Context: an optimization exercise on an open-source flow, tuned for small area, a short achievable clock period and few clock cycles per item. The choices shown serve that exercise and are no tape-out recipe. In this exercise RTL edits were held to simulation tests only and were not proved equivalent to the original. No activity file was given, so power comes from the tool's default toggle rates.

==> inputs of run a <==
## cnm_top
module cnm_top (
    input  logic               clk,
    input  logic               rst,
    input  logic               in_valid,
    input  logic signed [7:0]  rea,
    input  logic signed [7:0]  ima,
    input  logic signed [7:0]  req,
    input  logic signed [7:0]  imq,
    output logic               out_valid,
    output logic signed [15:0] rep,
    output logic signed [15:0] imp
);
    logic [7:0] rea_r, ima_r;
    logic rep_b1;
    logic rep_b2;
    logic rep_b3;
    logic rep_b4;
    logic rep_b5;
    logic rep_b6;
    logic rep_b7;
    logic rep_b8;
    logic rep_b9;
    logic rep_b10;
    logic rep_b11;
    logic rep_b12;
    logic rep_b13;
    logic rep_b14;
    logic rep_b15;
    logic rep_b16;
    logic rep_b17;
    logic rep_b18;
    logic rep_b19;
    logic rep_b20;
    logic rep_b21;
    logic rep_b22;
    logic rep_b23;
    logic rep_b24;
    logic rep_b25;
    logic rep_b26;
    logic rep_b27;
    logic rep_b28;
    logic rep_b29;
    logic rep_b30;
    logic rep_b31;
    logic rep_b32;
    logic rep_b33;
    logic rep_b34;
    logic rep_b35;
    logic rep_b36;
    logic rep_b37;
    logic rep_b38;
    logic rep_b39;
    logic rep_b40;
    logic rep_b41;
    logic rep_b42;
    logic rep_b43;
    logic rep_b44;
    logic rep_b45;
    logic rep_b46;
    logic rep_b47;
  ...
==> flow/config.mk <==
export PLATFORM = sky130hd
export DESIGN_NAME = cnm_top
export DESIGN_NICKNAME = cnm_top
export VERILOG_FILES = /design/flow/design.v
export SDC_FILE = /design/flow/constraint.sdc
export NUM_CORES = 4
export LEC_CHECK = 0
export CAP_MARGIN = 20
export CORE_MARGIN = 2
export CORE_UTILIZATION = 40
export CTS_BUF_LIST = sky130_fd_sc_hd__clkbuf_4 sky130_fd_sc_hd__clkbuf_8
export SETUP_SLACK_MARGIN = 4.5
export SLEW_MARGIN = 20
export SYNTH_HIERARCHICAL = 1
==> flow/constraint.sdc <==
create_clock -name core_clock -period 7.0 [get_ports {clk}]
set_input_delay 1.4000 -clock core_clock [delete_from_list [all_inputs] [get_ports {clk}]]
set_output_delay 1.4000 -clock core_clock [all_outputs]
set_load 0.01 [all_outputs]
standard.sh (not shown) runs the stock make flow with config.mk's settings and CLKGATE_MAP_FILE= SYNTH_SCRIPT=/design/flow/synth_recipe.tcl, a recipe that flattens the netlist after the stock synthesis.
==> flow/flow/run.sh <==
#!/bin/bash
# Own layout flow: the standard flow (standard synthesis, same steps and
# settings) with these changes:
#  - after the floorplan step, combinational cells that synthesis mapped at a
#    larger drive strength are set back to drive strength 1 (downsize.tcl);
#    the standard repair steps that follow upsize where timing needs it;
#  - the port buffers are the small sky130 buf_1 cell instead of the delay
#    cell buffer_ports picks by default (every input and output port still
#    gets its own buffer; repair may resize them);
#  - clock tree synthesis adds no dummy loads.
set -euo pipefail
export BUFFER_PORTS_ARGS="-buffer_cell sky130_fd_sc_hd__buf_1"
export CTS_ARGS="-sink_clustering_enable -repair_clock_nets -dont_use_dummy_load -buf_list {sky130_fd_sc_hd__clkbuf_4 sky130_fd_sc_hd__clkbuf_8}"
bash standard.sh floorplan > flow_make_floorplan.log 2>&1
RESULTS=orfs/results/$FLOW_PLATFORM/cnm_top/base \
LIB=$FLOW_HOME/platforms/$FLOW_PLATFORM/lib/sky130_fd_sc_hd__tt_025C_1v80.lib \
  openroad -no_init -exit flow/downsize.tcl > downsize.log 2>&1
touch orfs/results/$FLOW_PLATFORM/cnm_top/base/2_floorplan.odb
bash standard.sh > flow_make.log 2>&1
==> flow/flow/downsize.tcl <==
# Set every combinational cell of the synthesized, floorplanned design to its
# drive-strength-1 variant (same function and footprint family). The flow's
# later repair steps upsize again where timing needs it. Registers, clock and
# tap cells are left alone.
set results $::env(RESULTS)
read_liberty $::env(LIB)
read_db $results/2_floorplan.odb
set n 0
foreach inst [get_cells *] {
  set ref [get_property $inst ref_name]
  if {![regexp {^(sky130_fd_sc_hd__([a-z0-9]+))_([0-9]+)$} $ref -> base fn drive]} continue
  if {$drive <= 1} continue
  if {[regexp {^(df|ed|sd|dl|clk|tap|fill|decap|conb|probe|lpflow|buf|inv|bufinv|dly)} $fn]} continue
  set lc [get_lib_cells -quiet ${base}_1]
  if {$lc eq ""} continue
  replace_cell $inst $lc
  incr n
}
puts "downsized $n cells"
write_db $results/2_floorplan.odb
==> run b: changes against run a <==
--- a/flow/design.v
+++ b/flow/design.v
@@ -1233,2 +1233,5 @@
 endmodule
+module cnm_x2 (input logic a, input logic b, output logic y);
+    assign y = a ^ b;
+endmodule
 module cnm_xn (input logic a, input logic b, output logic y);
==> flow/flow/run.sh (replaced) <==
#!/bin/bash
# Own layout flow: the standard flow (standard synthesis, same steps and
# settings) with two changes:
#  - the port buffers are the small sky130 buf_1 cell instead of the delay
#    cell buffer_ports picks by default (every input and output port still
#    gets its own buffer; repair may resize them);
#  - clock tree synthesis adds no dummy loads.
set -euo pipefail
export BUFFER_PORTS_ARGS="-buffer_cell sky130_fd_sc_hd__buf_1"
export CTS_ARGS="-sink_clustering_enable -repair_clock_nets -dont_use_dummy_load -buf_list {sky130_fd_sc_hd__clkbuf_8}"
bash standard.sh > flow_make.log 2>&1
removed: flow/flow/downsize.tcl
==> run c: changes against run a <==
--- a/flow/design.v
+++ b/flow/design.v
@@ -1233,2 +1233,5 @@
 endmodule
+module cnm_x2 (input logic a, input logic b, output logic y);
+    assign y = a ^ b;
+endmodule
 module cnm_xn (input logic a, input logic b, output logic y);
==> flow/flow/run.sh (replaced) <==
#!/bin/bash
# Own layout flow: the standard flow (standard synthesis, same steps and
# settings) with two changes:
#  - the port buffers are the small sky130 buf_1 cell instead of the delay
#    cell buffer_ports picks by default (every input and output port still
#    gets its own buffer; repair may resize them);
#  - clock tree synthesis adds no dummy loads.
set -euo pipefail
export BUFFER_PORTS_ARGS="-buffer_cell sky130_fd_sc_hd__buf_1"
export CTS_ARGS="-sink_clustering_enable -repair_clock_nets -dont_use_dummy_load -buf_list {sky130_fd_sc_hd__clkbuf_4 sky130_fd_sc_hd__clkbuf_8}"
export RECOVER_POWER=100
bash standard.sh > flow_make.log 2>&1
removed: flow/flow/downsize.tcl
==> flow_summary_export.csv <==
group,metric,value,unit
worst_setup_path,timing.rr.start,"req_nneg_r[2]",
status,run_status,"failed layout checks",
job,drv_cap,1,
power,net_load_switching_power,0.00178,W
route,detail_route.wirelength,21300,um
route,route.met3.wl,1200,um
sta,maxClockFrequency,297,MHz
global_route,gr-usage-met1,22.8,%
worst_setup_path,worstPathCellList,"clkbuf_1 > xnor2_1 > fa_1 > fa_1 > fa_1",
status,failed_layout_checks,"max-capacitance violations, max-slew violations",
clock_tree,clkLatencyLatePin,0.46,ns
sta,number_of_pins_exceeding_their_max_slew_limit_in_the_final_report,21,
power,comb_power,0.00266,W
finish,buf_share,4.19,%
The numbers above come from run c.

==> flow_summary_export.csv <==
group,metric,value,unit
power,comb_power,0.00266,W
sta,maxClockFrequency,416,MHz
route,detail_route.wirelength,21200,um
route,route.met3.wl,1380,um
clock_tree,clkLatencyLatePin,0.46,ns
worst_setup_path,worstPathCellList,"a22oi_1 > xnor2_1 > fa_1 > fa_1 > fa_1",
sta,number_of_pins_exceeding_their_max_slew_limit_in_the_final_report,0,
power,net_load_switching_power,0.00177,W
global_route,gr-usage-met1,22.8,%
status,run_status,"timing/DRC/antenna clean",
worst_setup_path,setup.worst_path.class,"register to register",
job,drv_cap,0,
The numbers above come from run b.

==> flow_summary_export.csv <==
group,metric,value,unit
status,run_status,"timing/DRC/antenna clean",
job,drv_cap,0,
global_route,gr-usage-met1,21.3,%
power,net_load_switching_power,0.00176,W
worst_setup_path,worstPathCellList,"a22oi_1 > xnor2_1 > fa_1 > fa_1 > fa_1",
sta,number_of_pins_exceeding_their_max_slew_limit_in_the_final_report,0,
finish,buf_share,2.97,%
route,route.met3.wl,1460,um
sta,maxClockFrequency,411,MHz
global_route,busiest_layer_in_global_routing,"met2",
power,comb_power,0.00267,W
worst_setup_path,timing.rr.start,"imq_two_r[1]",
route,detail_route.wirelength,20400,um
finish,numSequentialCells,153,
The numbers above come from run a.

Testbench counts of run a, summed over its fixed seeds: cycles 16,024, items 16,000.
Testbench counts of run b, summed over its fixed seeds: cycles 16,024, items 16,000.
Testbench counts of run c, summed over its fixed seeds: cycles 16,024, items 16,000.

## afterwards: timing with drivers on the ports
No port has a modelled driver above. Below, the same layouts with a new extraction and two added sets of constraints. Step 1 (the two cells are an assumption about what drives the block):
set clk [get_ports {clk}]
set_driving_cell -lib_cell sky130_fd_sc_hd__clkbuf_16 $clk
set_driving_cell -lib_cell sky130_fd_sc_hd__buf_2 [delete_from_list [all_inputs] $clk]
Step 2 also shifts input and output timing later by t, the mid clock arrival at the registers, as if the neighbouring blocks saw the same clock. a / b / c = no drivers / after step 1 / after step 2; a / b = the first two.
run	t, ns	setup WS [ns]	clock arrival spread, ns
run a	0.472	4.567 / 4.567 / 4.567	0.034 / 0.034
run b	0.492	4.597 / 4.597 / 4.597	0.021 / 0.021
run c	0.496	3.638 / 3.638 / 3.638	0.019 / 0.020
